Source: an optimization exercise on an open RTL-to-GDS flow (aim: small area). Production flows keep margins and buffers that such runs may drop. Function was checked by simulation only, so behaviour that the tests miss may differ from the original. Power is estimated from default activity; no workload was simulated.

$ cat config.mk
export PLATFORM = sky130hd
export DESIGN_NAME = Microprocessor
export DESIGN_NICKNAME = Microprocessor
export VERILOG_FILES = /design/flow/design.v
export SDC_FILE = /design/flow/constraint.sdc
export NUM_CORES = 4
export LEC_CHECK = 0
export ABC_AREA = 1
export CAP_MARGIN = 20
export CORE_MARGIN = 2
export CORE_UTILIZATION = 40
export SLEW_MARGIN = 20
$ cat constraint.sdc
create_clock -name core_clock -period 10.0 [get_ports {oscillator}]
set_input_delay 2.0000 -clock core_clock [delete_from_list [all_inputs] [get_ports {oscillator}]]
set_output_delay 2.0000 -clock core_clock [all_outputs]
set_load 0.01 [all_outputs]
$ cat design.v
`timescale 1ns / 1ps
module ALU(
    input [7:0] A,
    input [7:0] B,
    output [7:0] Y
    );    
    assign Y = A + B;
endmodule
module ControlUnit(
    input  [1:0] op,
    input        reset,
    output       isAdd,
    output       isLoad,
    output       isStore,
    output       isJump
    );
    assign isAdd   = ~reset & (op == 2'b00);
    assign isLoad  = ~reset & (op == 2'b01);
    assign isStore = ~reset & (op == 2'b10);
    assign isJump  = ~reset & (op == 2'b11);
endmodule
module DataMemory(
    input        clk,
    input        reset,
    input  [4:0] index,
    input  [7:0] writeData,
    input        MemWrite,
    input        MemRead,
    output [7:0] readData
    );
    wire [7:0] rd_terms [0:31];
    genvar g, b;
    generate
        for (g = 0; g < 32; g = g + 1) begin : word
            localparam [7:0] INIT = (g < 16) ? g : (8'd0 - (g - 16));
            reg  [7:0] q;
            wire       hit  = (index == g);
            wire       wr   = MemWrite & hit;
            wire       hold = ~(wr | reset);
            always @(posedge clk)
                q <= ({8{wr}} & writeData) | ({8{hold}} & q) | ({8{reset}} & INIT);
            assign rd_terms[g] = {8{hit & MemRead}} & q;
        end
    endgenerate
    reg [7:0] acc;
    integer k;
    always @(*) begin
        acc = 8'd0;
        for (k = 0; k < 32; k = k + 1)
            acc = acc | rd_terms[k];
    end
    assign readData = acc;
endmodule
module Hex_to_7seg(
    input  [3:0] hex,
    output [6:0] seg
    );
    wire [15:0] d = 16'd1 << hex;    
    assign seg[0] = |(d & 16'b1101_0111_1110_1101);  
    assign seg[1] = |(d & 16'b0010_0111_1001_1111);  
    assign seg[2] = |(d & 16'b0010_1111_1111_1011);  
    assign seg[3] = |(d & 16'b0111_1011_0110_1101);  
    assign seg[4] = |(d & 16'b1111_1101_0100_0101);  
    assign seg[5] = |(d & 16'b1101_1111_0111_0001);  
    assign seg[6] = |(d & 16'b1110_1111_0111_1100);  
endmodule
module ProgramCounter(
    input            clk,
    input            reset,
    input            isJump,
    input      [1:0] rd,
    output reg [7:0] PC
    );
    wire [7:0] step = isJump ? ({{6{rd[1]}}, rd} + 8'd1) : 8'd1;
    wire [7:0] next = PC + step;
    always @(posedge clk)
        PC <= next & {8{~reset}};
endmodule
module RegisterFile(
    input        clk,
    input        reset,
    input  [1:0] rs, rt, rd,
    input  [7:0] writeData,
    input        RegWrite,
    output [7:0] rsData, rtData
    );
    wire [7:0] r [0:3];
    genvar g;
    generate
        for (g = 0; g < 4; g = g + 1) begin : reg_
            reg  [7:0] q;
            wire       wr   = RegWrite & (rd == g);
            wire       hold = ~(wr | reset);
            always @(posedge clk)
                q <= ({8{wr}} & writeData) | ({8{hold}} & q);
            assign r[g] = q;
        end
    endgenerate
    assign rsData = r[rs];
    assign rtData = r[rt];
endmodule
module Microprocessor(
    input oscillator,
    input reset,
    input [7:0] instruction,
    output [6:0] seg1,
    output [6:0] seg2,
    output [6:0] seg3,
    output [6:0] seg4,
    output [7:0] PC
);
    wire [1:0] op = instruction[7:6];
    wire [1:0] rs = instruction[5:4];
    wire [1:0] rt = instruction[3:2];
    wire [1:0] rd = instruction[1:0];
    wire isAdd, isLoad, isStore, isJump;
    wire [7:0] rsData, rtData, sum, memData, wd;
    ControlUnit cu(.op(op), .reset(reset), .isAdd(isAdd), .isLoad(isLoad),
                   .isStore(isStore), .isJump(isJump));
    RegisterFile rf(.clk(oscillator), .reset(reset), .rs(rs), .rt(rt),
                    .rd(isAdd ? rd : rt), .writeData(wd),
                    .RegWrite(isAdd | isLoad),
                    .rsData(rsData), .rtData(rtData));
    ALU alu(.A(rsData), .B(rtData), .Y(sum));
    wire [4:0] index = rsData[4:0] + {{3{rd[1]}}, rd};
    DataMemory dm(.clk(oscillator), .reset(reset), .index(index),
                  .writeData(wd), .MemWrite(isStore), .MemRead(isLoad),
                  .readData(memData));
    assign wd = ({8{isAdd}} & sum) | memData | ({8{isStore}} & rtData) |
                ({8{isJump}} & {6'b000000, rd});
    ProgramCounter pc(.clk(oscillator), .reset(reset), .isJump(isJump),
                      .rd(rd), .PC(PC));
    Hex_to_7seg display1(.hex(wd[7:4]), .seg(seg1));
    Hex_to_7seg display2(.hex(wd[3:0]), .seg(seg2));
    Hex_to_7seg display3(.hex(PC[7:4]), .seg(seg3));
    Hex_to_7seg display4(.hex(PC[3:0]), .seg(seg4));
endmodule
$ cat flow/run.sh
#!/bin/bash
# Own layout flow: the standard synthesis, then the combinational logic
# is rebuilt from a structural netlist (gen.py: memory, register file, read
# multiplexers and adders as hand-placed sky130hd cells; the small decoders
# mapped by Yosys/ABC with an area script). The registers keep the standard
# synthesis's names and cell types. The rest is the standard layout,
# with port buffers of buf_1 and a clock tree without dummy loads.
set -euo pipefail
cd "$(dirname "$0")/.."
W=$PWD
R=$W/orfs/results/${FLOW_PLATFORM:-sky130hd}/Microprocessor/base

bash standard.sh synth > $W/std_synth.log 2>&1
cp $R/1_2_yosys.v $W/std_1_2_yosys.v
python3 flow/gen.py $W/std_1_2_yosys.v $W/hand.v > $W/gen.log 2>&1
bash flow/map.sh $W/hand.v $W/mapped.v $W/map.log
cp $W/mapped.v $R/1_2_yosys.v
rm -f $R/1_synth.odb

bash standard.sh \
  "BUFFER_PORTS_ARGS=-buffer_cell sky130_fd_sc_hd__buf_1" \
  "CTS_ARGS=-sink_clustering_enable -repair_clock_nets -dont_use_dummy_load -buf_list sky130_fd_sc_hd__clkbuf_8" \
  finish > $W/layout.log 2>&1
$ cat flow/area.abc
strash; &get -n; &fraig -x; &put; scorr; dc2; dch -f; amap; topo
$ cat flow/gen.py
#!/usr/bin/env python3
"""Write a structural netlist of Microprocessor: the memory, register file,
read multiplexers and adders as sky130hd cells, the small decoders as
assign statements for Yosys/ABC to map. Register instance names and cell
types are taken from the standard synthesis netlist given as argv[1].
usage: gen.py STD_NETLIST OUT.v"""
import re
import sys

std = open(sys.argv[1]).read()
flops = re.findall(r'(sky130_fd_sc_hd__\w*df\w*)\s+(\\\S+)\s*\(', std)
names = {}
for typ, name in flops:
    assert typ == 'sky130_fd_sc_hd__dfxtp_1', (typ, name)
    m = re.match(r'\\dm\.word\[(\d+)\]\.q\[(\d)\]\$_DFF_P_$', name)
    if m:
        names[('m', int(m.group(1)), int(m.group(2)))] = name
        continue
    m = re.match(r'\\rf\.reg_\[(\d)\]\.q\[(\d)\]\$_DFF_P_$', name)
    if m:
        names[('r', int(m.group(1)), int(m.group(2)))] = name
        continue
    m = re.match(r'\\pc\.PC\[(\d)\]\$_DFF_P_$', name)
    if m:
        names[('p', 0, int(m.group(1)))] = name
        continue
    raise SystemExit('unknown register ' + name)
assert len(names) == 296 and len(flops) == 296, len(names)

P = 'sky130_fd_sc_hd__'
out = []
cnt = [0]


def cell(typ, **pins):
    cnt[0] += 1
    conn = ', '.join('.%s(%s)' % (k, v) for k, v in pins.items())
    out.append('  %s%s u%d (%s);' % (P, typ, cnt[0], conn))


def init(g):
    return g if g < 16 else (-(g - 16)) & 0xFF


w = out.append
w('module Microprocessor(oscillator, reset, instruction, seg1, seg2, seg3, seg4, PC);')
w('  input oscillator; input reset; input [7:0] instruction;')
w('  output [6:0] seg1; output [6:0] seg2; output [6:0] seg3; output [6:0] seg4;')
w('  output [7:0] PC;')
# state
for g in range(32):
    w('  wire [7:0] m%d, md%d;' % (g, g))
for k in range(4):
    w('  wire [7:0] r%d, rd%d;' % (k, k))
w('  wire [7:0] pcd, pcs;')
w('  assign PC = pcq;')
w('  wire [7:0] pcq;')
w('  wire [1:0] op = instruction[7:6];')
w('  wire [1:0] rs = instruction[5:4];')
w('  wire [1:0] rt = instruction[3:2];')
w('  wire [1:0] rdf = instruction[1:0];')
# control (ABC)
w('  wire isAdd = ~reset & (op == 2\'b00);')
w('  wire isLoad = ~reset & (op == 2\'b01);')
w('  wire isStore = ~reset & (op == 2\'b10);')
w('  wire isJump = ~reset & (op == 2\'b11);')
w('  wire [3:0] rso = 4\'b0001 << rs;')
w('  wire [3:0] rto = 4\'b0001 << rt;')
# register read ports (cells)
w('  wire [7:0] a, b, a0n, a1n, b0n, b1n;')
for bit in range(8):
    cell('a22oi_1', A1='rso[0]', A2='r0[%d]' % bit, B1='rso[1]', B2='r1[%d]' % bit, Y='a0n[%d]' % bit)
    cell('a22oi_1', A1='rso[2]', A2='r2[%d]' % bit, B1='rso[3]', B2='r3[%d]' % bit, Y='a1n[%d]' % bit)
    cell('nand2_1', A='a0n[%d]' % bit, B='a1n[%d]' % bit, Y='a[%d]' % bit)
    cell('a22oi_1', A1='rto[0]', A2='r0[%d]' % bit, B1='rto[1]', B2='r1[%d]' % bit, Y='b0n[%d]' % bit)
    cell('a22oi_1', A1='rto[2]', A2='r2[%d]' % bit, B1='rto[3]', B2='r3[%d]' % bit, Y='b1n[%d]' % bit)
    cell('nand2_1', A='b0n[%d]' % bit, B='b1n[%d]' % bit, Y='b[%d]' % bit)
# ALU: ripple carry a + b
w('  wire [7:0] sum; wire [8:0] ac;')
cell('ha_1', A='a[0]', B='b[0]', COUT='ac[1]', SUM='sum[0]')
for bit in range(1, 8):
    cell('fa_1', A='a[%d]' % bit, B='b[%d]' % bit, CIN='ac[%d]' % bit, COUT='ac[%d]' % (bit + 1), SUM='sum[%d]' % bit)
# memory index: a[4:0] + sext(rd)
w('  wire [4:0] idx; wire [5:0] ic;')
cell('ha_1', A='a[0]', B='rdf[0]', COUT='ic[1]', SUM='idx[0]')
for bit in range(1, 5):
    cell('fa_1', A='a[%d]' % bit, B='rdf[1]', CIN='ic[%d]' % bit, COUT='ic[%d]' % (bit + 1), SUM='idx[%d]' % bit)
# predecode (ABC)
w('  wire [3:0] loL_n = ~({4{isLoad}} & (4\'b0001 << idx[1:0]));')
w('  wire [7:0] hi_n = ~(8\'b00000001 << idx[4:2]);')
w('  wire [3:0] loW = ({4{isStore}} & (4\'b0001 << idx[1:0])) | {4{reset}};')
w('  wire [7:0] hiW = (8\'b00000001 << idx[4:2]) | {8{reset}};')
w('  wire [3:0] loW_n = ~loW;')
w('  wire [7:0] hiW_n = ~hiW;')
w('  wire [31:0] hit, W1, H;')
for g in range(32):
    cell('nor2_1', A='loL_n[%d]' % (g % 4), B='hi_n[%d]' % (g // 4), Y='hit[%d]' % g)
    cell('nor2_1', A='loW_n[%d]' % (g % 4), B='hiW_n[%d]' % (g // 4), Y='W1[%d]' % g)
    cell('nand2_1', A='loW[%d]' % (g % 4), B='hiW[%d]' % (g // 4), Y='H[%d]' % g)
# value bus wd: NAND of inverted terms
w('  wire [7:0] wd, wd1;')
w('  assign wd1 = wd | {8{reset}};')
for bit in range(8):
    terms = []
    for j in range(11):
        t = 'mt%d_%d' % (bit, j)
        w('  wire %s;' % t)
        terms.append(t)
        gs = list(range(3 * j, min(3 * j + 3, 32)))
        pins = {}
        for letter, g in zip('ABC', gs):
            pins[letter + '1'] = 'hit[%d]' % g
            pins[letter + '2'] = 'm%d[%d]' % (g, bit)
        if len(gs) == 3:
            cell('a222oi_1', Y=t, **pins)
        else:
            cell('a22oi_1', Y=t, **pins)
    t = 'ot%d' % bit
    w('  wire %s;' % t)
    terms.append(t)
    if bit < 2:
        cell('a222oi_1', A1='isAdd', A2='sum[%d]' % bit, B1='isStore', B2='b[%d]' % bit,
             C1='isJump', C2='rdf[%d]' % bit, Y=t)
    else:
        cell('a22oi_1', A1='isAdd', A2='sum[%d]' % bit, B1='isStore', B2='b[%d]' % bit, Y=t)
    w('  wire [2:0] wp%d;' % bit)
    for q in range(3):
        cell('nand4_1', A=terms[4 * q], B=terms[4 * q + 1], C=terms[4 * q + 2], D=terms[4 * q + 3],
             Y='wp%d[%d]' % (bit, q))
    cell('or3_1', A='wp%d[0]' % bit, B='wp%d[1]' % bit, C='wp%d[2]' % bit, X='wd[%d]' % bit)
# memory cells
for g in range(32):
    for bit in range(8):
        data = 'wd1[%d]' % bit if (init(g) >> bit) & 1 else 'wd[%d]' % bit
        cell('a22o_1', A1='W1[%d]' % g, A2=data, B1='H[%d]' % g, B2='m%d[%d]' % (g, bit), X='md%d[%d]' % (g, bit))
# register file write strobes (ABC) and cells
w('  wire RegWrite = isAdd | isLoad;')
w('  wire [1:0] dest = isAdd ? rdf : rt;')
w('  wire [3:0] rW1 = ({4{RegWrite}} & (4\'b0001 << dest)) | {4{reset}};')
w('  wire [3:0] rH = ~rW1;')
for k in range(4):
    for bit in range(8):
        cell('a22o_1', A1='rW1[%d]' % k, A2='wd[%d]' % bit, B1='rH[%d]' % k, B2='r%d[%d]' % (k, bit), X='rd%d[%d]' % (k, bit))
# program counter: PC + K, K = 1, or for JUMP 1 + sext(rd)
w('  wire k0 = ~isJump | ~rdf[0];')                  # rd = 0, 2 -> bit0 of 1+s is 1
w('  wire k1 = isJump & (rdf[0] ^ rdf[1]);')          # rd = 1 (2), rd = 2 (-1 = ff)
w('  wire kd = isJump & rdf[1] & ~rdf[0];')           # rd = 2 -> -1
w('  wire [8:0] pc_c;')
cell('ha_1', A='pcq[0]', B='k0', COUT='pc_c[1]', SUM='pcs[0]')
cell('fa_1', A='pcq[1]', B='k1', CIN='pc_c[1]', COUT='pc_c[2]', SUM='pcs[1]')
for bit in range(2, 8):
    cell('fa_1', A='pcq[%d]' % bit, B='kd', CIN='pc_c[%d]' % bit, COUT='pc_c[%d]' % (bit + 1), SUM='pcs[%d]' % bit)
w('  assign pcd = pcs & {8{~reset}};')
# seven-segment decoders (ABC)
w('  function [6:0] seg7(input [3:0] h);')
w('    reg [15:0] d;')
w('    begin')
w('      d = 16\'d1 << h;')
for s, mask in enumerate([0xD7ED, 0x279F, 0x2FFB, 0x7B6D, 0xFD45, 0xDF71, 0xEF7C]):
    w('      seg7[%d] = |(d & 16\'h%04X);' % (s, mask))
w('    end')
w('  endfunction')
w('  assign seg1 = seg7(wd[7:4]);')
w('  assign seg2 = seg7(wd[3:0]);')
w('  assign seg3 = seg7(pcq[7:4]);')
w('  assign seg4 = seg7(pcq[3:0]);')
# flip-flops
for (kind, i, bit), name in sorted(names.items()):
    if kind == 'm':
        d, q = 'md%d[%d]' % (i, bit), 'm%d[%d]' % (i, bit)
    elif kind == 'r':
        d, q = 'rd%d[%d]' % (i, bit), 'r%d[%d]' % (i, bit)
    else:
        d, q = 'pcd[%d]' % bit, 'pcq[%d]' % bit
    out.append('  %sdfxtp_1 %s (.CLK(oscillator), .D(%s), .Q(%s));' % (P, name, d, q))
w('endmodule')
open(sys.argv[2], 'w').write('\n'.join(out) + '\n')
$ cat flow/map.sh
#!/bin/bash
# usage: map.sh HAND.v OUT.v LOG  (run from anywhere)
set -euo pipefail
D=$(cd "$(dirname "$0")" && pwd)
LIB=${FLOW_HOME:-/OpenROAD-flow-scripts/flow}/platforms/sky130hd/lib/sky130_fd_sc_hd__tt_025C_1v80.lib
DU=""
for c in $(sed -n '/^export DONT_USE_CELLS/,/^$/p' ${FLOW_HOME:-/OpenROAD-flow-scripts/flow}/platforms/sky130hd/config.mk | grep -o 'sky130_fd_sc_hd__[a-z0-9_]*'); do DU="$DU -dont_use $c"; done
sed -e "s#LIBFILE#$LIB#g" -e "s#HANDV#$1#" -e "s#OUTV#$2#" -e "s#DONTUSE#$DU#" -e "s#ABCSCRIPT#$D/area.abc#" $D/map.ys > $3.ys
yosys -s $3.ys > $3 2>&1
$ cat flow/map.ys
# Map the assign statements of the structural netlist to sky130hd cells.
# The netlist's own cell instances are library blackboxes and stay as they are.
read_liberty -lib -ignore_miss_dir -setattr blackbox LIBFILE
read_verilog -defer HANDV
hierarchy -check -top Microprocessor
proc
flatten
opt -purge
techmap
opt -fast -purge
abc -liberty LIBFILE DONTUSE -script ABCSCRIPT
opt_clean -purge
setundef -zero
splitnets
opt_clean -purge
hilomap -singleton -hicell sky130_fd_sc_hd__conb_1 HI -locell sky130_fd_sc_hd__conb_1 LO
insbuf -buf sky130_fd_sc_hd__buf_1 A X
check -assert
stat -liberty LIBFILE
write_verilog -noexpr -nohex -nodec -noattr OUTV
$ cat standard.sh
#!/bin/bash
# synth_recipe.tcl (not shown) runs the flow's synth.tcl, then flattens the netlist and writes it again
# the make line also repeats each setting of config.mk as NAME=value (left out here)
make -C /OpenROAD-flow-scripts/flow DESIGN_CONFIG=/design/flow/config.mk WORK_HOME=/design/flow/orfs CLKGATE_MAP_FILE= SYNTH_SCRIPT=/design/flow/synth_recipe.tcl "${@:-finish}"
==> results of run 1 <==
sequential cells by signal (all words and copies together) (netlist names):
register / cells
pc.PC: 8
dm.word.q: 256
rf.reg_.q: 32
area by class of cell:
type                    count  share of cell area (%)
flip-flops and latches    296                   44.70
multi-input cells         752                   41.71
clock buffers              48                   4.983
well taps                 384                   3.624
repair buffers             82                   3.370
inverters                  57                   1.614
critical path, cell delays in order:
cell and delay (ns):
buf_1 0.14, nor2_1 0.15, a22oi_1 0.21, nand2_1 0.14
ha_1 0.23, fa_1 0.38, fa_1 0.39, fa_1 0.40
fa_1 0.62, clkinv_1 0.16, nor3_1 0.32, clkinv_1 0.21
nor2_1 0.42, a222oi_1 0.27, nand4_1 0.21, or3_1 0.19
buf_4 0.38, nor2_1 0.13, nor2_1 0.14, a21oi_1 0.08
nor2_1 0.14, nor2_1 0.06, o21ai_0 0.10, buf_1 0.18
per-stage QoR:
stage               setup WS [ns]  area [sq um]  hold WS, ns  instances
detailed placement         0.4588         12600       0.4539       1571
CTS                        0.4690         13260       0.4738       1619
finish                     0.3404         13260       0.4733       1619
floorplan                   1.109         11670       0.4421       1105
global placement           0.5844         12600       0.4553       1571
global route              0.05442         13260       0.4821       1619
routing by layer:
layer | global-route usage (%) | part of all wire [%] | vias to the layer above
met3 | 4.395 | 8.9 | 95
li1 | - | - | 4728
met4 | 8.715 | 2.9 | 0
met2 | 35.95 | 43 | 546
met1 | 34.51 | 45 | 5105
met5 | 0 | 0 | -
layout by cell type (no fill, tap or decap), types with 2 or more instances in the layout:
cell type	n
clkinv_1	57
o21a_1	2
dfxtp_1	296
buf_1	45
a22o_1	288
clkbuf_8	48
o221ai_1	4
nand4_1	24
ha_1	3
a21oi_1	8
o22ai_1	7
a22oi_1	47
nand3_1	4
nor2b_1	8
nor2_1	129
fa_1	18
a222oi_1	82
nor3_1	16
a31oi_1	6
o32a_1	2
or3_1	9
o21ai_0	24
nand2_1	67
buf_4	37
path summary, 6_finish.rpt:
| path | depth (start not counted) | end | startpoint |
|---|---|---|---|
| max | 24 | seg2[3] | instruction[4] |
| min | 1 | dm.word[2].q[4] | dm.word[2].q[4] |
| max reg2reg | 17 | dm.word[17].q[7] | rf.reg_[0].q[0] |
| min reg2reg | 1 | dm.word[2].q[4] | dm.word[2].q[4] |
report_power, final:
part | switching [uW] | internal [uW]
Clock | 426 | 422
Combinational | 727 | 505
Sequential | 311 | 1680
==> results_dict.tcl, run 1 <==
set metrics [dict create \
    worst_pin_slew_ns 0.9628 \
    critical_path.startpoint_type "primary input" \
    timing.critical_path.to_type "output pin" \
    clk_pin_slew_ns 0.05 \
    totalWireLength_mm 37.96 \
    timing.max_slew.rel_slack_pct 35.66 \
    fmaxAchievable_mhz 103.5 \
    cts-root-to-sink-buffers 3 \
    tns_ns 0 \
    cts_inserted_buffers 48 \
    outcome "complete, no violations" \
    dpl.hpwl_mm 25.15 \
    drtIter0Drc 1579 \
    slew_viol_final 0 \
    routed-via-count 10470 \
    grt_use_total_pct 24.00 \
    final_core_util_pct 46.19 \
    floorplan.initialDensity_pct 40.65 \
    first_global_vias 9986 \
    setup_viol 0 \
    peakVddDrop_v 0.0001372 \
    clock-root-buffer "clkbuf_8" \
    syn-num-nets 1136 \
    n_antenna_cell 0 \
    p_leak_uw 0.005270 \
    cp.required_ns 8.00 \
    placement_rows 62 \
    layout_fillers 2759 \
    clock-skew-final_ns 0.06226 \
    die_area_sq_um 30550 \
    finalWorstPathRequiredPeriod_ns 9.660 \
    post-route-period-util_pct 96.60 \
    cts_hold_buffers 0 \
    finalPower_uw 4072 \
    timing.critical_path.arrival_ns 7.66 \
    worstSetupPathType "primary input to output pin" \
    post_synth_inst_count 1105 \
    multi_input_comb_area_sq_um 5529 \
    cts.repair_timing.setup_buffer_count 0 \
    core_sq_um 28700 \
    grt.overflow.total 0 \
    wl_per_cell_um 23.45 \
    max_cap_violations 0 \
    cts.sink_count 296 \
    finalHoldViolations 0 \
    setup.reg_to_reg.worst_slack_ns 4.05 \
    grt_antenna_before_repair 0 \
    design.final.nets 1268 \
    antenna_left 0 \
    vias_per_std_cell 6.469 \
    mappedNetlistArea_sq_um 11670 \
    finalWeightedCongestion 0.9239 \
    regArea_sq_um 5926 \
    boundaryPins 46 \
    wire_length_of_the_first_global_routing_pass_mm 57.80 \
    detail_route.first_pass.iterations 9 \
    hold_class "flop to flop" \
    clock_h_tree_levels 2 \
    tritoncts "done" \
    grt_start_max_net_pins 27 \
    power_density_nw_per_um2 307.1 \
    mean_instance_size_in_the_synthesized_netlist_sq_um 10.56 \
    width_of_the_die_um 174.8 \
    die_h_um 174.8 \
    rsz0062_at_grt "no" \
    worstPathMaxFanout 24 \
    final_layout_size_suffix_gt1_share_pct 6.883 \
    drc_errors 0 \
    buffer_ports.inserted 45 \
    syn2layout_area_growth_pct 13.61 \
    quantity_of_gates_resized_following_cts 0 \
    synth_warnings 3 \
    clkLatencyLatePin_ns 0.58 \
]
==> run 2, diff against run 1 <==
--- a/flow/run.sh
+++ b/flow/run.sh
@@ -19,5 +19,5 @@
 
 bash standard.sh \
   "BUFFER_PORTS_ARGS=-buffer_cell sky130_fd_sc_hd__buf_1" \
-  "CTS_ARGS=-sink_clustering_enable -repair_clock_nets -dont_use_dummy_load -buf_list sky130_fd_sc_hd__clkbuf_8" \
+  "CTS_ARGS=-sink_clustering_enable -repair_clock_nets -dont_use_dummy_load -buf_list sky130_fd_sc_hd__clkbuf_16 -sink_clustering_size 24 -sink_clustering_max_diameter 80" \
   finish > $W/layout.log 2>&1
--- a/flow/gen.py
+++ b/flow/gen.py
@@ -85,20 +85,33 @@
 cell('ha_1', A='a[0]', B='rdf[0]', COUT='ic[1]', SUM='idx[0]')
 for bit in range(1, 5):
     cell('fa_1', A='a[%d]' % bit, B='rdf[1]', CIN='ic[%d]' % bit, COUT='ic[%d]' % (bit + 1), SUM='idx[%d]' % bit)
-# predecode (ABC)
-w('  wire [3:0] loL_n = ~({4{isLoad}} & (4\'b0001 << idx[1:0]));')
-w('  wire [7:0] hi_n = ~(8\'b00000001 << idx[4:2]);')
-w('  wire [3:0] loW = ({4{isStore}} & (4\'b0001 << idx[1:0])) | {4{reset}};')
-w('  wire [7:0] hiW = (8\'b00000001 << idx[4:2]) | {8{reset}};')
-w('  wire [3:0] loW_n = ~loW;')
-w('  wire [7:0] hiW_n = ~hiW;')
+# predecode of the memory index (cells)
+w('  wire [4:0] idx_n;')
+w('  wire [3:0] loL_n, loW, loW_n;')
+w('  wire [7:0] hi_n, hiW, hiW_n;')
+for k in range(5):
+    cell('inv_1', A='idx[%d]' % k, Y='idx_n[%d]' % k)
+
+
+def lit(k, v):
+    return ('idx[%d]' if v else 'idx_n[%d]') % k
+
+
+for j in range(4):
+    cell('nand3_1', A='isLoad', B=lit(1, j >> 1), C=lit(0, j & 1), Y='loL_n[%d]' % j)
+    cell('a31oi_1', A1='isStore', A2=lit(1, j >> 1), A3=lit(0, j & 1), B1='reset', Y='loW_n[%d]' % j)
+    cell('inv_1', A='loW_n[%d]' % j, Y='loW[%d]' % j)
+for i in range(8):
+    cell('nand3_1', A=lit(4, i >> 2), B=lit(3, (i >> 1) & 1), C=lit(2, i & 1), Y='hi_n[%d]' % i)
+    cell('a31oi_1', A1=lit(4, i >> 2), A2=lit(3, (i >> 1) & 1), A3=lit(2, i & 1), B1='reset', Y='hiW_n[%d]' % i)
+    cell('inv_1', A='hiW_n[%d]' % i, Y='hiW[%d]' % i)
 w('  wire [31:0] hit, W1, H;')
 for g in range(32):
     cell('nor2_1', A='loL_n[%d]' % (g % 4), B='hi_n[%d]' % (g // 4), Y='hit[%d]' % g)
     cell('nor2_1', A='loW_n[%d]' % (g % 4), B='hiW_n[%d]' % (g // 4), Y='W1[%d]' % g)
     cell('nand2_1', A='loW[%d]' % (g % 4), B='hiW[%d]' % (g // 4), Y='H[%d]' % g)
 # value bus wd: NAND of inverted terms
-w('  wire [7:0] wd, wd1;')
+w('  wire [7:0] wd, wdd, wd1;')
 w('  assign wd1 = wd | {8{reset}};')
 for bit in range(8):
     terms = []
@@ -128,6 +141,8 @@
         cell('nand4_1', A=terms[4 * q], B=terms[4 * q + 1], C=terms[4 * q + 2], D=terms[4 * q + 3],
              Y='wp%d[%d]' % (bit, q))
     cell('or3_1', A='wp%d[0]' % bit, B='wp%d[1]' % bit, C='wp%d[2]' % bit, X='wd[%d]' % bit)
+    # a second driver of the same value for the displays, off the memory's write-data net
+    cell('or3_1', A='wp%d[0]' % bit, B='wp%d[1]' % bit, C='wp%d[2]' % bit, X='wdd[%d]' % bit)
 # memory cells
 for g in range(32):
     for bit in range(8):
@@ -151,19 +166,11 @@
 for bit in range(2, 8):
     cell('fa_1', A='pcq[%d]' % bit, B='kd', CIN='pc_c[%d]' % bit, COUT='pc_c[%d]' % (bit + 1), SUM='pcs[%d]' % bit)
 w('  assign pcd = pcs & {8{~reset}};')
-# seven-segment decoders (ABC)
-w('  function [6:0] seg7(input [3:0] h);')
-w('    reg [15:0] d;')
-w('    begin')
-w('      d = 16\'d1 << h;')
-for s, mask in enumerate([0xD7ED, 0x279F, 0x2FFB, 0x7B6D, 0xFD45, 0xDF71, 0xEF7C]):
-    w('      seg7[%d] = |(d & 16\'h%04X);' % (s, mask))
-w('    end')
-w('  endfunction')
-w('  assign seg1 = seg7(wd[7:4]);')
-w('  assign seg2 = seg7(wd[3:0]);')
-w('  assign seg3 = seg7(pcq[7:4]);')
-w('  assign seg4 = seg7(pcq[3:0]);')
+# seven-segment decoders: a fixed cell netlist (seg7.v, module seg7_cells)
+w('  seg7_cells d1 (.hex(wdd[7:4]), .seg(seg1));')
+w('  seg7_cells d2 (.hex(wdd[3:0]), .seg(seg2));')
+w('  seg7_cells d3 (.hex(pcq[7:4]), .seg(seg3));')
+w('  seg7_cells d4 (.hex(pcq[3:0]), .seg(seg4));')
 # flip-flops
 for (kind, i, bit), name in sorted(names.items()):
     if kind == 'm':
@@ -174,4 +181,5 @@
         d, q = 'pcd[%d]' % bit, 'pcq[%d]' % bit
     out.append('  %sdfxtp_1 %s (.CLK(oscillator), .D(%s), .Q(%s));' % (P, name, d, q))
 w('endmodule')
-open(sys.argv[2], 'w').write('\n'.join(out) + '\n')
+seg7 = open(__file__.rsplit('/', 1)[0] + '/seg7.v' if '/' in __file__ else 'seg7.v').read()
+open(sys.argv[2], 'w').write('\n'.join(out) + '\n' + seg7)
==> flow/seg7.v (new file) <==

module seg7_cells(hex, seg);
  input [3:0] hex;
  wire [3:0] hex;
  output [6:0] seg;
  wire [6:0] seg;
  wire _00_;
  wire _01_;
  wire _02_;
  wire _03_;
  wire _04_;
  wire _05_;
  wire _06_;
  wire _07_;
  wire _08_;
  wire _09_;
  wire _10_;
  wire _11_;
  wire _12_;
  wire _13_;
  wire _14_;
  wire _15_;
  wire _16_;
  sky130_fd_sc_hd__clkinv_1 _17_ (
    .A(hex[3]),
    .Y(_00_)
  );
  sky130_fd_sc_hd__nand2_1 _18_ (
    .A(_00_),
    .B(hex[0]),
    .Y(_01_)
  );
  sky130_fd_sc_hd__clkinv_1 _19_ (
    .A(hex[0]),
    .Y(_02_)
  );
  sky130_fd_sc_hd__nor2_1 _20_ (
    .A(hex[2]),
    .B(_02_),
    .Y(_03_)
  );
  sky130_fd_sc_hd__a21oi_1 _21_ (
    .A1(_00_),
    .A2(hex[2]),
    .B1(_03_),
    .Y(_04_)
  );
  sky130_fd_sc_hd__a21o_2 _22_ (
    .A1(hex[1]),
    .A2(_01_),
    .B1(_04_),
    .X(seg[4])
  );
  sky130_fd_sc_hd__clkinv_1 _23_ (
    .A(hex[1]),
    .Y(_05_)
  );
  sky130_fd_sc_hd__clkinv_1 _24_ (
    .A(hex[2]),
    .Y(_06_)
  );
  sky130_fd_sc_hd__nor2_1 _25_ (
    .A(hex[0]),
    .B(_06_),
    .Y(_07_)
  );
  sky130_fd_sc_hd__nor2_1 _26_ (
    .A(_03_),
    .B(_07_),
    .Y(_08_)
  );
  sky130_fd_sc_hd__clkinv_1 _27_ (
    .A(_08_),
    .Y(_09_)
  );
  sky130_fd_sc_hd__a211oi_1 _28_ (
    .A1(_00_),
    .A2(_06_),
    .B1(_05_),
    .C1(_09_),
    .Y(_10_)
  );
  sky130_fd_sc_hd__a31oi_1 _29_ (
    .A1(_00_),
    .A2(_05_),
    .A3(_09_),
    .B1(_10_),
    .Y(seg[3])
  );
  sky130_fd_sc_hd__a21oi_1 _30_ (
    .A1(hex[3]),
    .A2(hex[0]),
    .B1(_06_),
    .Y(_11_)
  );
  sky130_fd_sc_hd__nor3_1 _31_ (
    .A(_00_),
    .B(_02_),
    .C(_05_),
    .Y(_12_)
  );
  sky130_fd_sc_hd__a21oi_1 _32_ (
    .A1(seg[3]),
    .A2(_11_),
    .B1(_12_),
    .Y(seg[1])
  );
  sky130_fd_sc_hd__o21ai_0 _33_ (
    .A1(hex[3]),
    .A2(_05_),
    .B1(seg[1]),
    .Y(_13_)
  );
  sky130_fd_sc_hd__nand2_1 _34_ (
    .A(_13_),
    .B(_04_),
    .Y(seg[2])
  );
  sky130_fd_sc_hd__nor2_1 _35_ (
    .A(hex[3]),
    .B(_05_),
    .Y(_14_)
  );
  sky130_fd_sc_hd__a21oi_1 _36_ (
    .A1(_06_),
    .A2(_01_),
    .B1(_13_),
    .Y(_15_)
  );
  sky130_fd_sc_hd__o22ai_1 _37_ (
    .A1(hex[0]),
    .A2(_06_),
    .B1(_14_),
    .B2(_15_),
    .Y(seg[5])
  );
  sky130_fd_sc_hd__a21oi_1 _38_ (
    .A1(_06_),
    .A2(_12_),
    .B1(_15_),
    .Y(seg[0])
  );
  sky130_fd_sc_hd__a21oi_1 _39_ (
    .A1(_00_),
    .A2(hex[2]),
    .B1(hex[1]),
    .Y(_16_)
  );
  sky130_fd_sc_hd__o22ai_1 _40_ (
    .A1(_00_),
    .A2(_07_),
    .B1(_16_),
    .B2(_10_),
    .Y(seg[6])
  );
endmodule
--- a/config.mk
+++ b/config.mk
@@ -8,5 +8,6 @@
 export ABC_AREA = 1
 export CAP_MARGIN = 20
 export CORE_MARGIN = 2
-export CORE_UTILIZATION = 40
+export CORE_UTILIZATION = 55
+export GPL_TIMING_DRIVEN = 0
 export SLEW_MARGIN = 20
==> run 2 against run 1 <==
Net effect:
- still clean on timing, DRC and antenna
- synthesized area shrank 0.51%
- clock skew fell by 0.026 ns
- die area down 27%
- synthesized cell count is 2.7% lower
- power decreased by 3.0%
- global-route usage rose by 8.2 points
- via count decreased by 3.7%
- count of clock-buffer cells in the layout fell by 32
- hold slack better by 0.0041 ns
- clock power down 22%
- first-iteration DRC count down 8.0%
- critical path type unchanged
==> results_dict.tcl, run 2 <==
set metrics [dict create \
    width_of_the_die_um 149.3 \
    finalWorstPathRequiredPeriod_ns 9.860 \
    outcome "complete, no violations" \
    finalHoldViolations 0 \
    use_met1_pct 46.81 \
    synth_warnings 3 \
    cts-root-to-sink-buffers 3 \
    setup.worst_path.start "instruction[5]" \
    critPathSlowestCell "a222oi_1" \
    cp.required_ns 8.00 \
    layout.cells.most_common "dfxtp_1" \
    largest_register "dm.word.q" \
    timing.critical_path.arrival_ns 7.86 \
    n_antenna_cell 0 \
    switchingPower_uw 1438 \
    hold_class "flop to flop" \
    boundaryPins 46 \
    mean_instance_size_in_the_synthesized_netlist_sq_um 10.80 \
    final_core_util_pct 61.79 \
    timing.critical_path.to_type "output pin" \
    path_buf_inv 6 \
    clk_pin_slew_ns 0.07 \
    layout.cells.most_common_list "dfxtp_1 (296), a22o_1 (288), a222oi_1 (82)" \
    tritoncts "done" \
    r2r-start "rf.reg_[0].q[0]" \
    grt_start_max_net_pins 34 \
    clock-root-buffer "clkbuf_16" \
    design.final.nets 1187 \
    die_h_um 149.3 \
    antenna_left 0 \
    wl_per_cell_um 25.61 \
    vias_per_std_cell 7.060 \
    syn2layout_area_growth_pct 11.18 \
    switching_share_pct 36.42 \
    max_cap_violations 0 \
    syn-num-nets 1106 \
    timing.max_slew.rel_slack_pct 17.98 \
    grt.overflow.total 0 \
    core_sq_um 20890 \
    detail_route.first_pass.iterations 9 \
    clock-skew-final_ns 0.03674 \
    wire_length_of_the_first_global_routing_pass_mm 55.48 \
    timing.critical_path.mode_cell "nor2_1" \
    worst_pin_slew_ns 1.230 \
    clock_h_tree_levels 1 \
    fmaxAchievable_mhz 101.4 \
    cts_inserted_buffers 16 \
    worst_r2r_path_depth 17 \
    largest_register_ff_count 256 \
    critical_path_sink "seg2[5]" \
    dpl.hpwl_mm 23.79 \
    mappedNetlistArea_sq_um 11610 \
    final_layout_size_suffix_gt1_share_pct 7.626 \
    clock_power_share_pct 16.8 \
    reg.largest.list "dm.word.q x256, rf.reg_.q x32, pc.PC x8" \
    cts_hold_buffers 0 \
    r2r_end "dm.word[25].q[7]" \
    pwr-share-seq_pct 49.7 \
    post-route-period-util_pct 98.60 \
    finalWeightedCongestion 0.9107 \
    peakVddDrop_v 0.0001611 \
    die_area_sq_um 22280 \
    p_leak_uw 0.005102 \
    grt_antenna_before_repair 0 \
    slowest_delay_ns 0.69 \
    setup_viol 0 \
    groute.layer.met2.usage_pct 48.11 \
    critical_path.startpoint_type "primary input" \
    cpLargestDelayFamily "adder cells" \
    worstPathMaxFanout 8 \
    grt_use_total_pct 32.24 \
    power_density_nw_per_um2 305.9 \
    floorplan.initialDensity_pct 55.57 \
    intPower_uw 2510 \
    setup.reg_to_reg.worst_slack_ns 3.56 \
    timing.hold.ws_ns 0.4774 \
    clkLatencyLatePin_ns 0.51 \
    combinationalPowerShare_pct 33.5 \
    gr_util_met3_pct 6.850 \
    routed-via-count 10090 \
    min_from "dm.word[31].q[4]" \
    totalWireLength_mm 36.60 \
    grt_busiest_layer "met2" \
    post_synth_inst_count 1075 \
    drtIter0Drc 1452 \
    slew_viol_final 0 \
    first_global_vias 9400 \
    drc_errors 0 \
    worst-path-stages 27 \
    cts.sink_count 296 \
    finalPower_uw 3948 \
    buffer_ports.inserted 45 \
    placement_rows 53 \
    worstSetupPathType "primary input to output pin" \
]
run 2: cell type report:
cell class / count / area [sq um]
sequential: 296 / 5926
tap: 275 / 344.1
timing repair buffer: 63 / 349.1
fill: 1768 / 7983
multi-input combinational: 729 / 5692
inverter: 50 / 195.2
clock buffer: 16 / 400.4
run 2: metrics by stage:
| step | instances | worst slack [ns] | area (sq um) | TNS [ns] |
|---|---|---|---|---|
| after floorplan | 1075 | 0.9661 | 11610 | 0 |
| after global placement | 1395 | -0.4278 | 12120 | -1.097 |
| after detailed placement | 1397 | -0.5379 | 12200 | -1.869 |
| after CTS | 1416 | 0.01197 | 12660 | 0 |
| after global routing | 1429 | -0.04172 | 12910 | -0.09284 |
| final | 1429 | 0.1397 | 12910 | 0 |
run 2: worst reg2reg max path, cell delays in order (launching register included):
cell	delay (ns)
dfxtp_1	0.34
a22oi_1	0.21
nand2_1	0.13
buf_4	0.15
ha_1	0.20
fa_1	0.41
fa_1	0.39
fa_1	0.41
fa_1	0.41
fa_1	0.39
fa_1	0.40
fa_1	0.45
a22oi_2	0.27
nand4_1	0.13
buf_4	0.20
or3_1	0.78
or2_1	0.72
a22o_1	0.36
run 2: power by group through the flow:
stage | sequential [uW] | clock, uW | combinational [uW]
finish | 1960 | 662 | 1320
global route | 2020 | 708 | 1420
CTS | 1950 | 667 | 1210
detailed placement | 1960 | 0 | 1190
global placement | 1970 | 0 | 1140
floorplan | 1890 | 0 | 850
run 2: worst min path at each step:
stage          slack (ns)               end  depth (start not counted)
6_report             0.48  dm.word[31].q[4]                          1
5_1_grt              0.49  dm.word[31].q[4]                          1
4_1_cts              0.48  dm.word[31].q[4]                          1
3_5_place_dp         0.45  dm.word[22].q[1]                          1
3_3_place_gp         0.46  dm.word[18].q[7]                          1
2_1_floorplan        0.44   dm.word[0].q[0]                          1
run 2: metal layers:
layer	share of wire (%)	routed length, um
met1	43	15710
met3	10	3767
met5	0	0
met2	43	15840
met4	3.5	1287
run 2: repair_timing:
action,in CTS,in global routing
pin swaps,8,24
resized for setup,9,39
setup endpoints to repair,7,7
buffers inserted,3,13
==> run 3, diff against run 2 <==
--- a/flow/run.sh
+++ b/flow/run.sh
@@ -19,5 +19,5 @@
 
 bash standard.sh \
   "BUFFER_PORTS_ARGS=-buffer_cell sky130_fd_sc_hd__buf_1" \
-  "CTS_ARGS=-sink_clustering_enable -repair_clock_nets -dont_use_dummy_load -buf_list sky130_fd_sc_hd__clkbuf_16 -sink_clustering_size 24 -sink_clustering_max_diameter 80" \
+  "CTS_ARGS=-sink_clustering_enable -repair_clock_nets -dont_use_dummy_load -buf_list sky130_fd_sc_hd__clkbuf_8 -sink_clustering_size 16 -sink_clustering_max_diameter 60" \
   finish > $W/layout.log 2>&1
==> run 3 against run 2 <==
Net effect:
- critical path depth grew 1
- power decreased by 2.1%
- register-to-register slack hardly changed
- non-clock buffer count decreased by 2
- die area unchanged
- routed wire length grew 0.22%
- sequential power about the same
- global-route usage increased by 0.19 points
==> results_dict.tcl, run 3 <==
set metrics [dict create \
    outcome "complete, no violations" \
    final_core_util_pct 61.37 \
    min_from "dm.word[31].q[4]" \
    fmaxAchievable_mhz 101.4 \
    multi_input_comb_area_sq_um 5689 \
    hold_class "flop to flop" \
    wl_per_cell_um 25.56 \
    floorplan.initialDensity_pct 55.57 \
    clock-root-buffer "clkbuf_8" \
    placement_rows 53 \
    buffer_ports.inserted 45 \
    cts.sink_count 296 \
    tns_ns 0 \
    die_h_um 149.3 \
    clock-skew-final_ns 0.04636 \
    dpl.hpwl_mm 23.79 \
    setup.worst_path.start "instruction[5]" \
    final_cell_area_sq_um 12820 \
    die_area_sq_um 22280 \
    synth_warnings 3 \
    finalPower_uw 3866 \
    post-route-period-util_pct 98.66 \
    boundaryPins 46 \
    placement.cell_area_sq_um 12200 \
    timing.critical_path.arrival_ns 7.87 \
    mean_instance_size_in_the_synthesized_netlist_sq_um 10.80 \
    antenna_left 0 \
    routed-via-count 10110 \
    worstSetupPathType "primary input to output pin" \
    design.final.nets 1193 \
    r2r_end "dm.word[28].q[7]" \
    post_synth_inst_count 1075 \
    grt_use_total_pct 32.42 \
    tritoncts "done" \
    grt_start_max_net_pins 34 \
    power_density_nw_per_um2 301.6 \
    cts-root-to-sink-buffers 3 \
    critical_path.startpoint_type "primary input" \
    width_of_the_die_um 149.3 \
    grt_antenna_before_repair 0 \
    slew_viol_final 0 \
    timing.hold.ws_ns 0.4748 \
    p_leak_uw 0.005069 \
    finalHoldViolations 0 \
    peakVddDrop_v 0.0001586 \
    finalWorstPathRequiredPeriod_ns 9.866 \
    reg.largest.list "dm.word.q x256, rf.reg_.q x32, pc.PC x8" \
    cts_inserted_buffers 24 \
    r2r-start "rf.reg_[0].q[0]" \
    max_cap_violations 0 \
    finalWeightedCongestion 0.9107 \
    syn-num-nets 1106 \
    largest_register_ff_count 256 \
    largest_register "dm.word.q" \
    clock_h_tree_levels 1 \
    detail_route.first_pass.iterations 10 \
    timing.critical_path.to_type "output pin" \
    worst_pin_slew_ns 1.254 \
    drtIter0Drc 1556 \
    setup_viol 0 \
    core_sq_um 20890 \
    first_global_vias 9456 \
    mappedNetlistArea_sq_um 11610 \
    regArea_sq_um 5926 \
    layout_fillers 1785 \
    clk_pin_slew_ns 0.06 \
    layout.cells.most_common_list "dfxtp_1 (296), a22o_1 (288), a222oi_1 (82)" \
    grt.overflow.total 0 \
    wire_length_of_the_first_global_routing_pass_mm 55.79 \
    worst_r2r_path_depth 17 \
    layout.cells.most_common "dfxtp_1" \
    final_layout_size_suffix_gt1_share_pct 8.017 \
    setup.reg_to_reg.worst_slack_ns 3.56 \
    critical_path_sink "seg2[5]" \
    drc_errors 0 \
    cp.required_ns 8.00 \
    totalWireLength_mm 36.68 \
    clkLatencyLatePin_ns 0.58 \
    syn2layout_area_growth_pct 10.42 \
    vias_per_std_cell 7.046 \
    n_antenna_cell 0 \
    worstPathMaxFanout 8 \
    timing.max_slew.rel_slack_pct 16.43 \
]
-- run 3: repair_timing --
| action | in CTS | in global routing |
|---|---|---|
| hold buffers | 0 | 0 |
| cloned | 0 | 0 |
| gates resized for setup | 9 | 38 |
| pin swaps | 10 | 23 |
| endpoints found under the setup margin | 7 | 7 |
| setup buffers | 3 | 11 |
-- run 3: area by class of cell --
class / count / area share, %
Timing Repair Buffer: 61 / 2.606
Inverter: 50 / 1.523
Tap cell: 275 / 2.684
Clock buffer: 24 / 2.577
Multi-Input combinational cell: 729 / 44.38
Sequential cell: 296 / 46.23
-- run 3: how the worst min path moves through the flow --
stage | endpoint | cells past startpoint
finish | dm.word[31].q[4] | 1
floorplan | dm.word[0].q[0] | 1
global route | dm.word[31].q[4] | 1
CTS | dm.word[31].q[4] | 1
detailed placement | dm.word[22].q[1] | 1
global placement | dm.word[18].q[7] | 1
-- run 3: worst max-delay path: stages --
cell	delay, ns
clkbuf_2	0.12
clkinv_1	0.08
nor2_2	0.10
a22oi_1	0.18
nand2_1	0.12
ha_1	0.22
fa_1	0.40
fa_1	0.40
fa_2	0.36
fa_2	0.59
clkinvlp_4	0.20
buf_12	0.19
nand3_4	0.07
nor2_1	0.15
a222oi_1	0.51
nand4_1	0.29
or3_4	0.47
clkinvlp_4	0.12
nor2_1	0.07
nor2_1	0.11
inv_2	0.06
a211oi_2	0.25
a31oi_2	0.08
a21oi_2	0.16
o21ai_1	0.12
a21oi_2	0.18
o22ai_2	0.13
buf_1	0.15
-- run 3: metrics by stage --
stage,cells,setup slack (ns)
finish,1435,0.1339
global route,1435,-0.08597
CTS,1424,0.0005684
detailed placement,1397,-0.5379
global placement,1395,-0.4278
floorplan,1075,0.9661
-- run 3: layer usage --
| layer | global-route usage (%) | routed length [um] | vias to the layer above |
|---|---|---|---|
| li1 | - | - | 4574 |
| met3 | 6.667 | 3986 | 100 |
| met5 | 0 | 12 | - |
| met1 | 47.15 | 15520 | 4849 |
| met2 | 47.79 | 15760 | 586 |
| met4 | 11.62 | 1408 | 2 |
-- run 3: power breakdown --
group	leakage, uW	internal [uW]	total (uW)	switching [uW]
Clock	0.000173	215	589	375
Sequential	0.00244	1670	1960	287
Combinational	0.00245	544	1320	772
Total	0.00507	2430	3870	1430
==> run 4, diff against run 3 <==
--- a/flow/gen.py
+++ b/flow/gen.py
@@ -80,31 +80,46 @@
 cell('ha_1', A='a[0]', B='b[0]', COUT='ac[1]', SUM='sum[0]')
 for bit in range(1, 8):
     cell('fa_1', A='a[%d]' % bit, B='b[%d]' % bit, CIN='ac[%d]' % bit, COUT='ac[%d]' % (bit + 1), SUM='sum[%d]' % bit)
-# memory index: a[4:0] + sext(rd)
-w('  wire [4:0] idx; wire [5:0] ic;')
+# memory index idx = a[4:0] + sext(rd). The low two bits come from a half
+# and a full adder; the high three bits are a[4:2] + delta with
+# delta = c2 - rd[1] in {-1, 0, +1}, so their one-hot decode is the
+# one-hot decode of a[4:2] rotated by delta (no carry chain).
+w('  wire [1:0] idx; wire [2:1] ic;')
 cell('ha_1', A='a[0]', B='rdf[0]', COUT='ic[1]', SUM='idx[0]')
-for bit in range(1, 5):
-    cell('fa_1', A='a[%d]' % bit, B='rdf[1]', CIN='ic[%d]' % bit, COUT='ic[%d]' % (bit + 1), SUM='idx[%d]' % bit)
-# predecode of the memory index (cells)
-w('  wire [4:0] idx_n;')
+cell('fa_1', A='a[1]', B='rdf[1]', CIN='ic[1]', COUT='ic[2]', SUM='idx[1]')
+w('  wire [1:0] idx_n; wire [4:2] a_n;')
 w('  wire [3:0] loL_n, loW, loW_n;')
-w('  wire [7:0] hi_n, hiW, hiW_n;')
-for k in range(5):
+w('  wire [7:0] oh, hi_n, hiW, hiW_n;')
+w('  wire d0, dp, dm;')
+for k in range(2):
     cell('inv_1', A='idx[%d]' % k, Y='idx_n[%d]' % k)
+for k in range(2, 5):
+    cell('inv_1', A='a[%d]' % k, Y='a_n[%d]' % k)
 
 
 def lit(k, v):
     return ('idx[%d]' if v else 'idx_n[%d]') % k
+
+
+def nlit(k, v):
+    # the literal that is 0 when a[k] == v
+    return ('a_n[%d]' if v else 'a[%d]') % k
 
 
 for j in range(4):
     cell('nand3_1', A='isLoad', B=lit(1, j >> 1), C=lit(0, j & 1), Y='loL_n[%d]' % j)
     cell('a31oi_1', A1='isStore', A2=lit(1, j >> 1), A3=lit(0, j & 1), B1='reset', Y='loW_n[%d]' % j)
     cell('inv_1', A='loW_n[%d]' % j, Y='loW[%d]' % j)
+cell('xnor2_1', A='ic[2]', B='rdf[1]', Y='d0')
+cell('nor2b_1', A='rdf[1]', B_N='ic[2]', Y='dp')
+cell('nor2b_1', A='ic[2]', B_N='rdf[1]', Y='dm')
 for i in range(8):
-    cell('nand3_1', A=lit(4, i >> 2), B=lit(3, (i >> 1) & 1), C=lit(2, i & 1), Y='hi_n[%d]' % i)
-    cell('a31oi_1', A1=lit(4, i >> 2), A2=lit(3, (i >> 1) & 1), A3=lit(2, i & 1), B1='reset', Y='hiW_n[%d]' % i)
-    cell('inv_1', A='hiW_n[%d]' % i, Y='hiW[%d]' % i)
+    cell('nor3_1', A=nlit(4, i >> 2), B=nlit(3, (i >> 1) & 1), C=nlit(2, i & 1), Y='oh[%d]' % i)
+for i in range(8):
+    cell('a222oi_1', A1='d0', A2='oh[%d]' % i, B1='dp', B2='oh[%d]' % ((i - 1) % 8),
+         C1='dm', C2='oh[%d]' % ((i + 1) % 8), Y='hi_n[%d]' % i)
+    cell('nor2b_1', A='reset', B_N='hi_n[%d]' % i, Y='hiW_n[%d]' % i)
+    cell('nand2b_1', A_N='reset', B='hi_n[%d]' % i, Y='hiW[%d]' % i)
 w('  wire [31:0] hit, W1, H;')
 for g in range(32):
     cell('nor2_1', A='loL_n[%d]' % (g % 4), B='hi_n[%d]' % (g // 4), Y='hit[%d]' % g)
==> run 4 against run 3 <==
Net effect:
- power decreased by 31%
- sequential power decreased by 22%
- clock power increased by 0.8%
- first-iteration DRC count decreased by 7.7%
- highest routed layer is now met4
- via count increased by 0.55%
- sequential share of layout area increased by 0.42 points
- combinational power decreased by 58%
- still clean
- critical path type unchanged
- largest power group unchanged
==> results_dict.tcl, run 4 <==
set metrics [dict create \
    clk_pin_slew_ns 0.09 \
    critical_path_sink "seg1[0]" \
    cts.sink_count 296 \
    outcome "complete, no violations" \
    worst_r2r_path_depth 15 \
    cts-root-to-sink-buffers 3 \
    layout.cells.most_common_list "dfxtp_1 (296), a22o_1 (288), a222oi_1 (90)" \
    clkLatencyLatePin_ns 0.58 \
    critical_path.startpoint_type "primary input" \
    drtIter0Drc 1436 \
    post-route-period-util_pct 96.97 \
    worstSetupPathType "primary input to output pin" \
    synth_warnings 3 \
    dp_cells 1405 \
    setup_viol 0 \
    setup.worst_path.start "instruction[5]" \
    grt.overflow.total 0 \
    vias_per_std_cell 7.056 \
    totalWireLength_mm 37.05 \
    hold_class "flop to flop" \
    mean_instance_size_in_the_synthesized_netlist_sq_um 10.78 \
    finalNonFillerCells 1441 \
    grt_use_total_pct 32.33 \
    timing.critical_path.arrival_ns 7.70 \
    slew_viol_final 0 \
    syn2layout_area_growth_pct 8.856 \
    first_global_vias 9422 \
    clock_h_tree_levels 1 \
    finalHoldViolations 0 \
    r2r-start "rf.reg_[0].q[0]" \
    post_synth_inst_count 1083 \
    wl_per_cell_um 25.71 \
    tns_ns 0 \
    die_h_um 149.7 \
    floorplan.initialDensity_pct 55.69 \
    syn-num-nets 1111 \
    largest_register "dm.word.q" \
    timing.max_slew.rel_slack_pct 16.67 \
    detail_route.first_pass.iterations 8 \
    largest_register_ff_count 256 \
    drc_errors 0 \
    r2r_end "dm.word[29].q[7]" \
    fmaxAchievable_mhz 103.1 \
    worst_pin_slew_ns 1.250 \
    grt_start_max_net_pins 42 \
    buffer_ports.inserted 45 \
    cts_inserted_buffers 25 \
    peakVddDrop_v 0.0001479 \
    cp.required_ns 8.00 \
    routed-via-count 10170 \
    dpl.hpwl_mm 24.24 \
    wire_length_of_the_first_global_routing_pass_mm 55.98 \
    cts_hold_buffers 0 \
    tritoncts "done" \
    placement_rows 53 \
    width_of_the_die_um 149.7 \
    power_density_nw_per_um2 209.6 \
    mappedNetlistArea_sq_um 11670 \
    timing.critical_path.to_type "output pin" \
    worstPathMaxFanout 8 \
    finalWorstPathRequiredPeriod_ns 9.697 \
    layout.cells.most_common "dfxtp_1" \
    core_sq_um 20960 \
    boundaryPins 46 \
    design.final.nets 1195 \
    reg.largest.list "dm.word.q x256, rf.reg_.q x32, pc.PC x8" \
    clock-root-buffer "clkbuf_8" \
    clock-skew-final_ns 0.04459 \
    rsz0062_at_grt "no" \
    die_area_sq_um 22400 \
    p_leak_uw 0.004996 \
    setup.reg_to_reg.worst_slack_ns 3.88 \
    finalWeightedCongestion 0.8746 \
    max_cap_violations 0 \
    final_layout_size_suffix_gt1_share_pct 5.150 \
    grt_antenna_before_repair 1 \
    antenna_left 0 \
]
run 4: what timing repair did:
item	4_1_cts	5_1_grt
setup buffers	0	9
endpoints found under the setup margin	0	7
resized for setup	0	9
run 4: final cells by class:
class	instances	area, sq um
Fill cell	1829	8252
Sequential cell	296	5926
Multi-Input combinational cell	745	5653
Clock buffer	25	344.1
Tap cell	275	344.1
Timing Repair Buffer	57	276.5
Inverter	42	157.7
Antenna cell	1	2.502
run 4: per-layer routing:
metal / vias to the layer above / track usage [%] / wire length, um
li1: 4626 / - / -
met1: 4924 / 47.11 / 16030
met2: 520 / 47.82 / 15930
met3: 97 / 6.250 / 3704
met4: 0 / 11.60 / 1391
met5: - / 0 / 0
run 4: report_power, final:
group	switching, uW	leakage [uW]	total (uW)	internal, uW
Sequential	127	0.00244	1520	1390
Clock	371	0.000180	594	223
Combinational	332	0.00238	552	221
Total	830	0.00500	2660	1830
run 4: worst max-delay path: stages:
cell	delay, ns
buf_1	0.12
nor2_1	0.15
a22oi_1	0.23
nand2_1	0.11
ha_1	0.22
fa_1	0.40
fa_1	0.41
fa_1	0.41
fa_1	0.40
fa_1	0.39
fa_1	0.39
fa_1	0.45
a22oi_2	0.27
nand4_1	0.25
or3_4	0.44
clkinv_1	0.13
a211oi_1	0.10
a31oi_1	0.21
a21oi_1	0.12
o21ai_0	0.11
a21oi_1	0.08
a21oi_1	0.12
buf_1	0.16
run 4: through the flow:
stage | power, uW | utilization [%] | setup slack, ns | hold slack (ns) | area (sq um)
floorplan | 1877 | - | 0.9661 | 0.4421 | 11670
global placement | 2047 | 58.14 | 0.2262 | 0.4553 | 12180
detailed placement | 2063 | 58.46 | 0.1399 | 0.4538 | 12250
CTS | 2643 | 60.10 | 0.1074 | 0.4798 | 12590
global route | 2782 | 60.61 | 0.008190 | 0.4921 | 12700
finish | 2663 | 60.62 | 0.3033 | 0.4812 | 12700
run 4: worst min path at each step:
| stage | endpoint | start | cells after the start |
|---|---|---|---|
| after global placement | dm.word[12].q[1] | dm.word[12].q[1] | 1 |
| after detailed placement | dm.word[12].q[1] | dm.word[12].q[1] | 1 |
| after CTS | dm.word[3].q[1] | dm.word[3].q[1] | 1 |
| after floorplan | dm.word[0].q[0] | dm.word[0].q[0] | 1 |
| final | dm.word[12].q[5] | dm.word[12].q[5] | 1 |
| after global routing | dm.word[21].q[4] | dm.word[21].q[4] | 1 |
==> run 5, diff against run 4 <==
--- a/config.mk
+++ b/config.mk
@@ -8,6 +8,6 @@
 export ABC_AREA = 1
 export CAP_MARGIN = 20
 export CORE_MARGIN = 2
-export CORE_UTILIZATION = 55
+export CORE_UTILIZATION = 45
 export GPL_TIMING_DRIVEN = 0
 export SLEW_MARGIN = 20
==> run 5 against run 4 <==
Net effect:
- critical path depth stayed put
- synthesized cell count stayed put
- critical path type unchanged
- largest power group unchanged
- synthesized area stayed put
- utilization is 10 points lower
==> results_dict.tcl, run 5 <==
set metrics [dict create \
    outcome "complete, no violations" \
    reg.largest.list "dm.word.q x256, rf.reg_.q x32, pc.PC x8" \
    syn-num-nets 1111 \
    cts-root-to-sink-buffers 3 \
    dpl.hpwl_mm 24.42 \
    synth_warnings 3 \
    final_layout_size_suffix_gt1_share_pct 5.146 \
    buffer_ports.inserted 45 \
    setup.reg_to_reg.worst_slack_ns 3.70 \
    placement_rows 58 \
    cp.required_ns 8.00 \
    timing.max_slew.rel_slack_pct 22.16 \
    min_from "dm.word[6].q[7]" \
    first_global_vias 9389 \
    tritoncts "done" \
    fmaxAchievable_mhz 102.2 \
    largest_register "dm.word.q" \
    totalWireLength_mm 37.49 \
    wl_per_cell_um 25.06 \
    syn2layout_area_growth_pct 9.585 \
    critPathSlowestCell "fa_1" \
    finalWorstPathRequiredPeriod_ns 9.784 \
    worst_r2r_path_depth 15 \
    clk_pin_slew_ns 0.07 \
    peakVddDrop_v 0.0001205 \
    clock-root-buffer "clkbuf_8" \
    worst_pin_slew_ns 1.168 \
    largest_register_ff_count 256 \
    layout.cells.most_common "dfxtp_1" \
    r2r_end "dm.word[30].q[7]" \
    die_h_um 165.0 \
    boundaryPins 46 \
    clkLatencyLatePin_ns 0.57 \
    met3_length_mm 2.842 \
    cts_hold_buffers 0 \
    timing.critical_path.cells "buf_1 -> nor2_1 -> a22oi_1 -> nand2_1 -> ha_1 -> fa_1 -> fa_1 -> fa_1 -> fa_1 -> fa_1 -> fa_1 -> fa_1 -> a22oi_2 -> nand4_1 -> or3_4 -> clkinv_1 -> a211oi_2 -> a31oi_1 -> a21oi_1 -> o21ai_0 -> a21oi_1 -> o22ai_1 -> buf_1" \
    wl_met2_mm 15.91 \
    core_sq_um 25330 \
    post_synth_inst_count 1083 \
    final_core_util_pct 50.49 \
    setup_viol 0 \
    slew_viol_final 0 \
    antenna_left 0 \
    r2r-start "rf.reg_[0].q[0]" \
    floorplan.initialDensity_pct 46.08 \
    mean_instance_size_in_the_synthesized_netlist_sq_um 10.78 \
    hold_class "flop to flop" \
    grt_antenna_before_repair 0 \
    die_area_sq_um 27240 \
    cts.sink_count 296 \
    mappedNetlistArea_sq_um 11670 \
    power_density_nw_per_um2 208.2 \
    max_cap_violations 0 \
    timing.critical_path.to_type "output pin" \
    wire_length_of_the_first_global_routing_pass_mm 56.72 \
    grt_start_max_net_pins 34 \
    whs_path_depth 1 \
    critical_path.startpoint_type "primary input" \
    timing.critical_path.arrival_ns 7.78 \
    vias_per_std_cell 6.762 \
    cts_inserted_buffers 25 \
    drc_errors 0 \
    layout_fillers 2299 \
    timing.critical_path.mode_cell "fa_1" \
    drtIter0Drc 1531 \
    routed.top_layer "met4" \
    clock_h_tree_levels 1 \
    slowest_delay_ns 0.45 \
    clock-skew-final_ns 0.04520 \
    p_leak_uw 0.004998 \
    detail_route.first_pass.iterations 7 \
    width_of_the_die_um 165.0 \
    worstHoldEndpoint "dm.word[6].q[7]" \
    design.final.nets 1196 \
    cpLargestDelayFamily "adder cells" \
    path_buf_inv 3 \
    worstSetupPathType "primary input to output pin" \
    drt-met1-wl_mm 17.06 \
    timing.hold.ws_ns 0.4764 \
    finalHoldViolations 0 \
    layout.cells.most_common_list "dfxtp_1 (296), a22o_1 (288), a222oi_1 (90)" \
    routed-via-count 10120 \
    n_antenna_cell 0 \
    grt_use_total_pct 27.28 \
    grt.overflow.total 0 \
    post-route-period-util_pct 97.84 \
    worstPathMaxFanout 8 \
    finalWeightedCongestion 0.8816 \
]
-- run 5: cell count changes in the layout (fill, tap and decap cells not counted), sizes merged --
cell	before	now
clkbuf	27	25
buf	55	58
diode	1	0
-- run 5: through the flow --
stage / setup TNS, ns / worst slack [ns] / area (sq um) / power, uW / instances
after floorplan: 0 / 0.9661 / 11670 / 1877 / 1083
after global placement: 0 / 0.1750 / 12250 / 2050 / 1458
after detailed placement: 0 / 0.09817 / 12340 / 2065 / 1461
after CTS: 0 / 0.06903 / 12680 / 2652 / 1486
after global routing: -0.001057 / -0.001057 / 12790 / 2784 / 1496
final: 0 / 0.2164 / 12790 / 2662 / 1496
-- run 5: worst max-delay path by stage --
stage,startpoint,to,slack [ns],depth (start not counted)
final,instruction[3],seg1[5],0.22,23
after global routing,instruction[2],seg1[5],-0.001,23
after CTS,instruction[5],seg2[5],0.07,24
after detailed placement,instruction[5],seg2[5],0.1,24
after global placement,instruction[5],seg2[5],0.18,24
after floorplan,instruction[5],seg1[0],0.97,22
-- run 5: cell type report --
type / instances / area [sq um] / area share (%)
Tap cell: 330 / 412.9 / 3.229
Clock buffer: 25 / 344.1 / 2.691
Sequential cell: 296 / 5926 / 46.34
Timing Repair Buffer: 58 / 291.5 / 2.280
Inverter: 42 / 157.7 / 1.233
Multi-Input combinational cell: 745 / 5657 / 44.23
-- run 5: metal layers --
layer | vias up | global-route usage (%)
li1 | 4628 | -
met1 | 4913 | 39.62
met2 | 469 | 40.11
met3 | 106 | 4.596
met4 | 0 | 11.03
met5 | - | 0
-- run 5: worst reg2reg max path, delay by kind of cell, from the launching register on --
kind,cells,cell delay [ns]
and+or+nand+nor,4,1.84
DFF,1,0.34
AOI/OAI and AO/OA,3,0.88
adders and majority gates,8,3.11
-- run 5: power breakdown --
| part | switching, uW | internal, uW | leakage, uW | total [uW] |
|---|---|---|---|---|
| clock | 370 | 223 | 0.000180 | 593 |
| sequential | 122 | 1390 | 0.00244 | 1510 |
| combinational | 333 | 225 | 0.00238 | 558 |
-- run 5: repair_timing --
action,in CTS,in global routing
resized for setup,0,7
endpoints found under the hold margin,0,0
endpoints found under the setup margin,0,7
setup buffers,0,10

re-timing with driven ports:
How much do the figures lean on ideal ports? The routed layouts below were timed once more, with nothing changed but the port constraints.
Step 1 (the two cells are an assumption about what drives the block):
set clk [get_ports {oscillator}]
set_driving_cell -lib_cell sky130_fd_sc_hd__clkbuf_16 $clk
set_driving_cell -lib_cell sky130_fd_sc_hd__buf_2 [delete_from_list [all_inputs] $clk]
Step 2 times the ports against the registers' clock, not the clock port: input delays grow and output delays shrink by t, the midpoint of the rising clock arrivals with the driver on.
Slacks: ideal ports / drivers / drivers and shift; pairs: ideal ports / drivers.
run | shift t [ns] | setup WS [ns] | clock arrival spread, ns | worst slew at a driven data input, ns
run 1 | 0.590 | 0.340 / 0.309 / 0.309 | 0.062 / 0.063 | 0.03
run 2 | 0.538 | 0.140 / 0.119 / 0.119 | 0.036 / 0.037 | 0.04
run 3 | 0.599 | 0.134 / 0.114 / 0.114 | 0.046 / 0.047 | 0.04
run 4 | 0.599 | 0.303 / 0.282 / 0.282 | 0.045 / 0.045 | 0.04
run 5 | 0.587 | 0.216 / 0.194 / 0.194 | 0.045 / 0.046 | 0.03
After both steps setup and hold are still met in every run listed. For run 1, which loses most, drivers alone change the setup slack by -0.031 ns; drivers and shift together by -0.031 ns.
